Context: an optimization exercise on an open-source flow, tuned for a short achievable clock period and few clock cycles. The choices shown serve that exercise and are no tape-out recipe.
The RTL was checked by simulation tests, not by an equivalence proof against the original design.
Power and IR drop assume default switching activity.

== old ==
// core
module core(
  input        clk,
  input        rst,
  output [31:0]instr_addr,
  input  [31:0]instr_data,
  output [31:0]ram_raddr,
  input  [31:0]ram_rdata,
  output [31:0]ram_waddr,
  output [31:0]ram_wdata,
  output       ram_we
);
For scale: about 8600 cells after synthesis, roughly 3000 flip-flops, ~200 I/O pins.
clock: 12.0 ns
lec_check: 0
abc_clock_period_in_ps: 1500
cap_margin: 20
core_margin: 2
core_utilization: 40
slew_margin: 20
standard.sh (not shown) runs the stock make flow with config.mk's settings and CLKGATE_MAP_FILE= SYNTH_SCRIPT=/design/flow/synth_recipe.tcl, a recipe that flattens the netlist after the stock synthesis.
==> flow/flow/run.sh <==
#!/bin/bash
set -euo pipefail
bash standard.sh SETUP_SLACK_MARGIN=8 finish > flow_make.log 2>&1
old: flow completed, timing, DRC and antenna clean
Testbench counts of old, summed over its fixed seeds: cycles 313,943.
Input changes introduced in new (baseline for comparison: old):
--- a/flow/design.v
+++ b/flow/design.v
@@ -29,31 +29,29 @@
 reg   [7:0]e_op;       
 reg        e_alt;
 reg   [2:0]e_f3;
 reg        e_br, e_jal, e_jalr, e_ld, e_st, e_wen, e_link;
 reg   [4:0]e_rd;
 reg  [11:0]e_pcl;      
 reg  [31:0]e_pc1;      
 reg  [31:0]e_tgt;      
 reg  [31:0]e_pred;     
 reg  [31:0]e_pmi;      
 reg        e_hit;
-reg        e_nseq;     
 reg   [1:0]e_ctr;
 reg        e_call, e_ret;
 reg        m_wen, m_ld;
 reg   [4:0]m_rd;
 reg  [31:0]m_res;
 reg  [31:0]m_raddr, m_waddr, m_wdata;
 reg        m_we;
-reg        j_mis;      
 reg  [31:0]j_tgt;      
 reg  [31:0]rf[1:31];
 reg  [63:0]bt_v;
 reg   [5:0]bt_tag[0:63];
 reg  [11:0]bt_tgt[0:63];
 reg   [1:0]bt_ctr[0:63];
 reg        bt_ret[0:63];
 reg  [31:0]ras;
 reg        u_upd, u_taken, u_hit, u_ret, u_mis, u_jalr;
 reg   [5:0]u_idx, u_tag;
 reg   [1:0]u_ctr;
@@ -138,68 +136,65 @@
 reg        bx;
 always @(*) begin
   case (e_f3[2:1])
     2'b00: bx = bne;
     2'b01: bx = bsh;
     2'b10: bx = blts;
     default: bx = bltu;
   endcase
 end
 wire       taken  = (e_f3[0] ^ ~e_f3[2]) ^ bx;
 wire       e_take = e_jal | (e_br & taken);
-wire       ne_seq  = e_nseq;
+wire       ne_seq  = (e_pred != e_pc1);
 wire       ne_tgt  = (e_pred != e_tgt);
 wire       ne_jalr = (A != e_pmi);
-wire       e_ok    = e_v && !j_mis;
-wire       mis_nb  = e_ok && !e_br && !e_jalr && (e_jal ? ne_tgt : ne_seq);
-wire       mis_bt  = e_ok && e_br && ne_tgt;    
-wire       mis_bn  = e_ok && e_br && ne_seq;    
-wire       btaken  = e_br && taken;
-wire       mis     = btaken ? mis_bt : (mis_bn | mis_nb);
-wire [31:0]pc_hold = stall ? pc : f_pred;
-wire [31:0]pc_nb   = mis_nb ? (e_jal ? e_tgt : e_pc1) : pc_hold;
-wire [31:0]pc_t    = mis_bt ? e_tgt : pc_nb;
-wire [31:0]pc_n    = mis_bn ? e_pc1 : pc_nb;
+wire       e_ok    = e_v;
+wire       mis_j   = e_ok && e_jalr && ne_jalr;
+wire       mis_t   = e_ok && !e_jalr && e_take && ne_tgt;
+wire       mis_n   = e_ok && !e_jalr && !e_take && ne_seq;
+wire       mis     = mis_j | mis_t | mis_n;
 assign ram_raddr = m_raddr;
 assign ram_waddr = m_waddr;
 assign ram_wdata = m_wdata;
 assign ram_we    = m_we;
 wire [11:0]u_tgt   = u_jalr ? j_tgt[11:0] : u_mis ? pc[11:0] : u_pred;
 wire  [1:0]u_nctr  = !u_hit ? 2'b11 :
                      u_taken ? ((u_ctr == 2'b11) ? 2'b11 : u_ctr + 2'd1)
                              : ((u_ctr == 2'b00) ? 2'b00 : u_ctr - 2'd1);
 wire       u_write = u_upd && (u_hit || u_taken);
 always @(posedge clk) begin
   if (rst) begin
     pc    <= 32'd0;
     d_v   <= 1'b0;
     e_v   <= 1'b0;
     m_wen <= 1'b0;
     m_we  <= 1'b0;
     u_upd <= 1'b0;
-    j_mis <= 1'b0;
     bt_v  <= 64'd0;
   end else begin
-    if (j_mis)
-      pc <= j_tgt;
-    else
-      pc <= btaken ? pc_t : pc_n;
-    if (mis || j_mis)
+    if (mis_j)
+      pc <= sum;
+    else if (mis_t)
+      pc <= e_tgt;
+    else if (mis_n)
+      pc <= e_pc1;
+    else if (!stall)
+      pc <= f_pred;
+    if (mis)
       d_v <= 1'b0;
     else if (!stall)
       d_v <= 1'b1;
-    e_v   <= d_v && !stall && !mis && !j_mis;
+    e_v   <= d_v && !stall && !mis;
     m_wen <= e_ok && e_wen;
     m_we  <= e_ok && e_st;
     u_upd <= e_ok && (e_br | e_jal | e_jalr);
-    j_mis <= e_ok && e_jalr && ne_jalr;
     if (u_write) bt_v[u_idx] <= 1'b1;
   end
   if (!stall) begin
     d_ir   <= instr_data;
     d_pc   <= pc;
     d_pred <= f_pred;
     d_hit  <= f_hit;
     d_ctr  <= f_ctr;
   end
   e_a    <= fw1 ? e_res : rv1;
   e_b    <= (fw2 && !d_bimm) ? e_res : d_b;
@@ -212,23 +207,22 @@
   e_jal  <= d_jal;
   e_jalr <= d_jalr;
   e_ld   <= d_ld;
   e_st   <= d_st && (d_f3 == 3'b010);
   e_wen  <= d_wen;
   e_link <= d_jal | d_jalr;
   e_rd   <= d_rd;
   e_pcl  <= d_pc[11:0];
   e_pc1  <= d_pc1;
   e_tgt  <= d_tgt;
   e_pred <= d_pred;
-  e_nseq <= (d_pred != d_pc1);
   e_pmi  <= d_pred - immI;
   e_hit  <= d_hit;
   e_ctr  <= d_ctr;
   e_call <= (d_jal | d_jalr) && (d_rd == 5'd1);
   e_ret  <= d_jalr && (d_rd == 5'd0) && (d_rs1 == 5'd1);
   m_ld  <= e_ld;
   m_rd  <= e_rd;
   m_res <= e_res;
   if (e_ld) m_raddr <= sum;
   if (e_st) begin
     m_waddr <= sum;
Summary — average cell area after synthesis, new relative to old: higher, by 0.069 um^2.
new vs old on fraction of power consumed by sequential logic: new is the higher one.
A capture point of the worst path of instr_addr[1] is what old shows, while pc[27]$_SDFFE_PP0N_ belongs to new.
Going from old to new, cell internal power dissipation shrinks by about 13%.
Routed wire in new totals less than in old.
new vs old — final net count dropped slightly
On new: number of tapcells is 21 lower than what old gave.
On starting density of the core, new and old are basically level.
Compared with old, new shows post-layout minimum cycle time higher by 0.034 ns.
Going from old to new, the reg-to-reg setup timing slack was found to have gone down by 0.17 ns.
Of new and old, the higher maximum clock frequency belongs to old.
Final worst-path setup slack delta (new − old): unfavourable
old and new ended up with roughly the same final hold violation count.
Testbench counts of new, summed over its fixed seeds: cycles 312,174.

-- static timing again, ports no longer ideal --
How much do the figures lean on ideal ports? The routed layouts below were timed once more, with nothing changed but the port constraints.
Step 1, drivers: a clkbuf_16 drives clk and a buf_2 each remaining input, both assumed.
Step 2 moves the port delays by t, midway between the first and last clock arrival at a register: inputs arrive t later, outputs are due t later. That takes back most of the time a late clock gives input paths.
Three values: ideal ports, drivers, drivers and shift; two values: the first two.
| run | t, ns | setup slack, ns | worst data-port slew with drivers (ns) | cell pins on the clock port's net |
|---|---|---|---|---|
| old | 1.007 | 7.701 / 7.608 / 7.027 | 0.21 | 1 |
| new | 1.030 | 7.666 / 7.666 / 7.064 | 0.22 | 1 |
After both steps setup and hold are still met in every run listed. For old, which loses most, drivers alone change the setup slack by -0.093 ns; drivers and shift together by -0.674 ns.
